Background: an optimization exercise with open tools, aiming at small area. Do not read the settings as production practice.
Function was checked by simulation only, so behaviour that the tests miss may differ from the original.
The clock input has no modelled driver; a real chip could not lean on it and would need a root buffer or a full tree.
No activity file was given, so power comes from the tool's default toggle rates.

## before
Design vga_top, start of the top module:
module vga_top(
	input ClkPort,
	input BtnC,
	input BtnU,
	input BtnR,
	input BtnL,
	input BtnD,
	output hSync, vSync,
	output [3:0] vgaR, vgaG, vgaB,
	output An0, An1, An2, An3, An4, An5, An6, An7,
	output Ca, Cb, Cc, Cd, Ce, Cf, Cg, Dp,
	output MemOE, MemWR, RamCS, QuadSpiFlashCS
	);
	reg [6:0] E;
	reg [19:7] D;
	reg [4:0] hh;
	reg [9:0] v;
	reg [8:0] q;	 
	reg [1:0] dir;
	wire [9:0] h = {hh, E[6:2]};
	wire [7:0] cE;
	assign cE[0] = 1'b1;
	wire dtick = (E == 7'd2);		 
	wire [13:0] cD;
	assign cD[0] = dtick;
	wire [5:0] cH;
	assign cH[0] = cE[7];
	wire hend = hh[4] & hh[3];		 
	wire vtick = cE[7] & hend;
	wire [10:0] cV;
	assign cV[0] = vtick;
	wire vend = v[9] & v[3] & v[2];		 
	wire step = dtick & (D[11:7] == 5'b01111);
	reg [9:0] ex;
	reg [1:0] xmode;
	reg atend;
	wire pix = (E[1:0] == 2'b11);
	wire skip = ~xmode[1] & xmode[0];
	wire pr = xmode[1] & ~xmode[0];
	wire pl = xmode[1] & xmode[0];
	wire right = step & ~dir[1] & ~dir[0];
	wire left = step & ~dir[1] & dir[0];
	wire h144 = ~h[9] & ~h[8] & h[7] & ~h[6] & ~h[5] & h[4] & ~h[3] & ~h[2] & ~h[1] & ~h[0];
	wire h794 = h[9] & h[8] & h[4] & h[3] & ~h[2] & h[1] & ~h[0];
	wire hS = dir[0] ? h144 : h794;
	wire ld0 = pix & ((pr & h144) | (pl & h794));
	wire exend = ex[9] & ex[8] & ex[4] & ex[3] & ex[2] & ex[1] & ex[0];	 
	wire ex0 = ~|ex;
	wire [10:0] cx;
	assign cx[0] = (pix & ~skip) | left;
	wire dny = ~dir[0];		 
	wire [9:0] cy;
	wire wrapy = dny ? (~q[8] & ~q[7] & ~q[6] & ~q[5] & ~q[1])
	                 : (&q[8:2] & q[0]);
	wire mvy = step & dir[1];
	assign cy[0] = mvy & ~wrapy;
	genvar i;
	generate
		for (i = 0; i < 7; i = i + 1) begin : gE
			assign cE[i+1] = cE[i] & E[i];
		end
		for (i = 0; i < 13; i = i + 1) begin : gD
			assign cD[i+1] = cD[i] & D[i+7];
		end
		for (i = 0; i < 5; i = i + 1) begin : gH
			assign cH[i+1] = cH[i] & hh[i];
		end
		for (i = 0; i < 10; i = i + 1) begin : gV
			assign cV[i+1] = cV[i] & v[i];
		end
		for (i = 0; i < 10; i = i + 1) begin : gx
			assign cx[i+1] = cx[i] & ex[i];
		end
  ...
For scale: ~59 flip-flops, about 40 I/O pins, ~0.0035 mm2 of cells after synthesis.
clock: 10.0 ns
lec_check: 0
cap_margin: 20
core_margin: 2
core_utilization: 35
place_density: 0.6
slew_margin: 20
standard.sh (not shown) runs the stock make flow with config.mk's settings and CLKGATE_MAP_FILE= SYNTH_SCRIPT=/design/flow/synth_recipe.tcl, a recipe that flattens the netlist after the stock synthesis.
==> flow/flow/run.sh <==
#!/bin/bash
# Own layout flow: the standard flow (standard.sh, with the standard synthesis
# unchanged) with these changes, all through ORFS's own variables and step hooks:
#  - input and output ports are buffered with the smallest buffer cell (buf_1);
#  - after floorplan (downsize.tcl) every combinational cell is set to its smallest
#    variant (repair_design / repair_timing later size up whatever needs it), and the
#    constant outputs share one tie cell;
#  - after CTS (clock1.tcl) the clock tree is rebuilt as four clkbuf_8 cells driven by
#    the clock port, each driving the registers of one quarter of the layout.
# make's full output goes to flow_make.log here; each ORFS step logs under orfs/logs/.
set -euo pipefail
W=$(pwd)
F=$W/flow
bash standard.sh \
  "BUFFER_PORTS_ARGS=-buffer_cell sky130_fd_sc_hd__buf_1" \
  "POST_FLOORPLAN_TCL=$F/downsize.tcl" \
  "CTS_ARGS=-sink_clustering_enable -repair_clock_nets -dont_use_dummy_load -buf_list sky130_fd_sc_hd__clkbuf_8" \
  "POST_CTS_TCL=$F/clock1.tcl" \
  finish > $W/flow_make.log 2>&1
Other scripts of this flow, unchanged in this note and not shown: flow/flow/clock1.tcl, flow/flow/downsize.tcl
Every stage of the flow completed for before, and the final layout passed the timing, DRC and antenna checks.
#### Input delta (after over before)
diff --git a/flow/flow/run.sh b/flow/flow/run.sh
--- a/flow/flow/run.sh
+++ b/flow/flow/run.sh
@@ -3 +3,3 @@
-# unchanged) with these changes, all through ORFS's own variables and step hooks:
+# otherwise unchanged) with these changes, all through ORFS's own variables and hooks:
+#  - synthesis (synth_area.tcl) is synth_recipe.tcl with an area-oriented ABC script
+#    for the final technology mapping (abc_area.script); the registers are untouched;
@@ -14,0 +17 @@
+  "SYNTH_SCRIPT=$F/synth_area.tcl" \
==> flow/flow/abc_area.script (new file) <==
strash
&get -n
&deepsyn -T 60
&put
dch -f
amap
topo
==> flow/flow/synth_area.tcl (new file) <==
# The standard synthesis (synth_recipe.tcl in the work folder, unchanged), except
# that the final ABC technology mapping uses an area-oriented script (abc_area.script:
# deep AIG resynthesis, structural choices, area-only standard-cell mapping) in place
# of ORFS's speed script. ABC maps only the combinational logic, so the registers,
# their names and cell types are those of the standard synthesis.
set ::area_abc_script [file join [file dirname [file normalize [info script]]] abc_area.script]
proc abc {args} {
  set i [lsearch $args -script]
  if { $i >= 0 } {
    lset args [expr { $i + 1 }] $::area_abc_script
    puts "synth_area.tcl: ABC runs with $::area_abc_script in place of the script named above"
  }
  yosys abc {*}$args
}
source [file join [file dirname [file dirname $::area_abc_script]] synth_recipe.tcl]
## What came out
When after is set beside before, its met1 track utilization from global routing turns out to be 0.88 points larger.
Total wirelength of the detailed-routed design (after vs. before) decreases by more than 10%
Worst-case setup margin in the final layout (after over before): decrease, 0.20 ns
From before to after the numbers moved as follows: worst slack at placement now sits lower, core utilization now sits higher.
No run of this note takes its clock network from TritonCTS; it comes from the design's own scripts or RTL.

========
vga_top, a different RTL version from the one above (not shown whole).
Size in the first run: about 330 cells after synthesis, roughly 59 flip-flops, roughly 3600 µm² of cells after synthesis.
## vga_top
module vga_top(
	input ClkPort,
	input BtnC,
	input BtnU,
	input BtnR,
	input BtnL,
	input BtnD,
	output hSync, vSync,
	output [3:0] vgaR, vgaG, vgaB,
	output An0, An1, An2, An3, An4, An5, An6, An7,
	output Ca, Cb, Cc, Cd, Ce, Cf, Cg, Dp,
	output MemOE, MemWR, RamCS, QuadSpiFlashCS
	);
export LEC_CHECK = 0
export CAP_MARGIN = 20
export CORE_MARGIN = 2
export CORE_UTILIZATION = 35
export PLACE_DENSITY = 0.6
export SLEW_MARGIN = 20
create_clock -name core_clock -period 10.0 [get_ports {ClkPort}]
==> flow/flow/run.sh <==
#!/bin/bash
# Own layout flow: the standard flow (standard synthesis unchanged), with
#  - port buffers of the smallest buffer cell,
#  - every combinational cell downsized to its smallest variant after floorplan
#    (repair_design / repair_timing later size up whatever needs it).
set -euo pipefail
W=$(pwd)
F=$W/flow
bash standard.sh \
  "BUFFER_PORTS_ARGS=-buffer_cell sky130_fd_sc_hd__buf_1" \
  "POST_FLOORPLAN_TCL=$F/downsize.tcl" \
  "CTS_ARGS=-sink_clustering_enable -repair_clock_nets -dont_use_dummy_load -buf_list sky130_fd_sc_hd__clkbuf_8" \
  "POST_CTS_TCL=$F/clock1.tcl" \
  finish > $W/flow_make.log 2>&1
==> flow/flow/clock1.tcl <==
# Replace the clock tree that CTS built by four clock buffers, each driving the
# clock sinks of one quarter of the layout directly (the design has only a few
# dozen registers); the clock port drives the four buffers.
set clk_buf_master "sky130_fd_sc_hd__clkbuf_8"
set block [ord::get_db_block]
set db [ord::get_db]
set root [$block findNet ClkPort]
set sinks {}
set bufs {}
set nets {}
set todo [list $root]
while { [llength $todo] > 0 } {
  set net [lindex $todo 0]
  set todo [lrange $todo 1 end]
  foreach it [$net getITerms] {
    if { [$it isOutputSignal] } { continue }
    set inst [$it getInst]
    set m [[$inst getMaster] getName]
    if { [string match "*clkbuf*" $m] || [string match "*clkinv*" $m] || [string match "*__buf_*" $m] } {
      if { [string match "*clkinv*" $m] } { error "clock1: inverter in the clock tree" }
      lappend bufs $inst
      foreach o [$inst getITerms] {
        if { [$o isOutputSignal] && [$o getNet] != "NULL" } {
          lappend todo [$o getNet]
          lappend nets [$o getNet]
        }
      }
    } else {
      lappend sinks $it
    }
  }
}
puts "clock1: [llength $bufs] clock buffers, [llength $sinks] sinks"
set master [$db findMaster $clk_buf_master]
# sink positions
set pts {}
foreach it $sinks {
  set b [[$it getInst] getBBox]
  lappend pts [list [expr { ([$b xMin] + [$b xMax]) / 2 }] [expr { ([$b yMin] + [$b yMax]) / 2 }] $it]
}
# split into four groups: by y at the median, then each half by x at its median
proc halves { pts idx } {
  set s [lsort -integer -index $idx $pts]
  set h [expr { [llength $s] / 2 }]
  return [list [lrange $s 0 [expr { $h - 1 }]] [lrange $s $h end]]
}
set groups {}
foreach half [halves $pts 1] {
  foreach q [halves $half 0] { lappend groups $q }
}
foreach inst $bufs {
  foreach it [$inst getITerms] { $it disconnect }
  odb::dbInst_destroy $inst
}
foreach net $nets { odb::dbNet_destroy $net }
set k 0
foreach g $groups {
  set newnet [odb::dbNet_create $block "clknet_leaf_$k"]
  $newnet setSigType CLOCK
  set newbuf [odb::dbInst_create $block $master "clkbuf_leaf_$k"]
  [$newbuf findITerm A] connect $root
  [$newbuf findITerm X] connect $newnet
  set sx 0
  set sy 0
  foreach p $g {
    set it [lindex $p 2]
    $it disconnect
    $it connect $newnet
    set sx [expr { $sx + [lindex $p 0] }]
    set sy [expr { $sy + [lindex $p 1] }]
  }
  set n [llength $g]
  $newbuf setLocation [expr { $sx / $n }] [expr { $sy / $n }]
  $newbuf setPlacementStatus PLACED
  puts "clock1: buffer $k drives $n sinks"
  incr k
}
global_connect
detailed_placement
check_placement -verbose
estimate_parasitics -placement
report_clock_min_period
report_checks -path_delay min -format full_clock_expanded -group_path_count 1
==> flow/flow/downsize.tcl <==
# Replace each combinational cell by the smallest-area variant of the same function
# (same base name, different drive strength). Registers and physical cells are kept.
set_dont_use $::env(DONT_USE_CELLS)
proc smallest_variant { base } {
  set best ""
  set best_area 1e9
  foreach lc [get_lib_cells "*/sky130_fd_sc_hd__${base}_*"] {
    set n [get_name $lc]
    if { ![regexp "^sky130_fd_sc_hd__${base}_\[0-9\]+\$" $n] } { continue }
    if { [get_property $lc dont_use] } { continue }
    set a [get_property $lc area]
    if { $a < $best_area - 1e-6 || ($a < $best_area + 1e-6 && [string match "*_1" $n]) } {
      set best $n
      set best_area $a
    }
  }
  return $best
}
set n_changed 0
foreach inst [get_cells *] {
  set m [get_property $inst ref_name]
  if { ![regexp {^sky130_fd_sc_hd__(.+)_([0-9]+)$} $m -> base sz] } { continue }
  if { [string match "df*" $base] || [string match "sdf*" $base] || [string match "tap*" $base]
       || [string match "fill*" $base] || [string match "decap*" $base] || [string match "conb" $base] } { continue }
  set v [smallest_variant $base]
  if { $v ne "" && $v ne $m } {
    replace_cell $inst [lindex [get_lib_cells "*/$v"] 0]
    incr n_changed
  }
}
puts "downsize: replaced $n_changed cells"
Edit:
--- a/flow/flow/clock1.tcl
+++ b/flow/flow/clock1.tcl
@@ -4 +4 @@
-set clk_buf_master "sky130_fd_sc_hd__clkbuf_8"
+set clk_buf_master "sky130_fd_sc_hd__clkbuf_16"
@@ -48,3 +48 @@
-foreach half [halves $pts 1] {
-  foreach q [halves $half 0] { lappend groups $q }
-}
+foreach half [halves $pts 1] { lappend groups $half }
--- a/flow/flow/downsize.tcl
+++ b/flow/flow/downsize.tcl
@@ -31,0 +32,40 @@
+
+# Drive every constant output from one tie cell: its HI pin for the ones and its
+# LO pin for the zeros (the floorplan step left one tie cell per load).
+set block [ord::get_db_block]
+set keep ""
+set keep_hi ""
+set keep_lo ""
+set n_tie 0
+foreach inst [$block getInsts] {
+  if { [[$inst getMaster] getName] ne "sky130_fd_sc_hd__conb_1" } { continue }
+  incr n_tie
+  if { $keep eq "" } {
+    set keep $inst
+    continue
+  }
+  foreach pin { HI LO } {
+    set it [$inst findITerm $pin]
+    set net [$it getNet]
+    if { $net eq "NULL" } { continue }
+    set knet [[$keep findITerm $pin] getNet]
+    if { $knet eq "NULL" } {
+      $it disconnect
+      [$keep findITerm $pin] connect $net
+      continue
+    }
+    foreach l [$net getITerms] {
+      if { [$l getInst] == $inst } { continue }
+      $l disconnect
+      $l connect $knet
+    }
+    foreach bt [$net getBTerms] {
+      # a port on this net: move the port to the kept net
+      $bt connect $knet
+    }
+    $it disconnect
+    odb::dbNet_destroy $net
+  }
+  odb::dbInst_destroy $inst
+}
+puts "tie merge: $n_tie tie cells merged into one"
Result: The changed run went through all stages and came out clean. Register-to-register slack degrades by 0.03 ns. Wire length rises by 1.9%. Synthesized area does not change. Design area falls by 1.2%. Die area stays the same. Critical path depth falls by 1. Via count falls by 0.34%. Setup slack degrades by 0.038 ns. Power rises by 0.75%. Final cell count falls by 2.7%. Global-route usage falls by 0.56 points.
Edit:
--- a/flow/flow/clock1.tcl
+++ b/flow/flow/clock1.tcl
@@ -4 +4 @@
-set clk_buf_master "sky130_fd_sc_hd__clkbuf_16"
+set clk_buf_master "sky130_fd_sc_hd__clkbuf_8"
@@ -48 +48,3 @@
-foreach half [halves $pts 1] { lappend groups $half }
+foreach half [halves $pts 1] {
+  foreach q [halves $half 0] { lappend groups $q }
+}
--- a/flow/flow/downsize.tcl
+++ b/flow/flow/downsize.tcl
@@ -32,40 +31,0 @@
-
-# Drive every constant output from one tie cell: its HI pin for the ones and its
-# LO pin for the zeros (the floorplan step left one tie cell per load).
-set block [ord::get_db_block]
-set keep ""
-set keep_hi ""
-set keep_lo ""
-set n_tie 0
-foreach inst [$block getInsts] {
-  if { [[$inst getMaster] getName] ne "sky130_fd_sc_hd__conb_1" } { continue }
-  incr n_tie
-  if { $keep eq "" } {
-    set keep $inst
-    continue
-  }
-  foreach pin { HI LO } {
-    set it [$inst findITerm $pin]
-    set net [$it getNet]
-    if { $net eq "NULL" } { continue }
-    set knet [[$keep findITerm $pin] getNet]
-    if { $knet eq "NULL" } {
-      $it disconnect
-      [$keep findITerm $pin] connect $net
-      continue
-    }
-    foreach l [$net getITerms] {
-      if { [$l getInst] == $inst } { continue }
-      $l disconnect
-      $l connect $knet
-    }
-    foreach bt [$net getBTerms] {
-      # a port on this net: move the port to the kept net
-      $bt connect $knet
-    }
-    $it disconnect
-    odb::dbNet_destroy $net
-  }
-  odb::dbInst_destroy $inst
-}
-puts "tie merge: $n_tie tie cells merged into one"
--- a/flow/config.mk
+++ b/flow/config.mk
@@ -10,2 +10,2 @@
-export CORE_UTILIZATION = 35
-export PLACE_DENSITY = 0.6
+export CORE_UTILIZATION = 60
+export PLACE_DENSITY = 0.75
Effect: Hold slack stays flat; design area went down by 0.72%; fmax went up by 0.92%; final cell count went down by about 10%; combinational power went up by about 0.6%.
In every run of this note, the design's own scripts or RTL, not TritonCTS, make the clock network.

==> afterwards: timing with drivers on the ports <==
How much do the figures lean on ideal ports? The routed layouts below were timed once more, with nothing changed but the port constraints. Step 1, drivers: a clkbuf_16 drives ClkPort and a buf_2 each remaining input, both assumed. Step 2 also shifts input and output timing later by t, the mid clock arrival at the registers, as if the neighbouring blocks saw the same clock. Slacks: ideal / step 1 / step 2; pairs: ideal / step 1.
run	t, ns	setup slack, ns	clock arrival spread, ns	slew at the worst register clock pin (ns)
before	0.212	3.505 / 3.443 / 3.655	0.016 / 0.016	0.10 / 0.10
after	0.207	3.301 / 3.244 / 3.451	0.008 / 0.008	0.10 / 0.10
the first run of note 2	0.213	3.470 / 3.408 / 3.621	0.015 / 0.014	0.10 / 0.10
the second run of note 2	0.220	3.432 / 3.381 / 3.601	0.008 / 0.008	0.11 / 0.11
the third run of note 2	0.209	3.492 / 3.432 / 3.640	0.017 / 0.017	0.10 / 0.10
After both steps setup and hold are still met in every run listed.
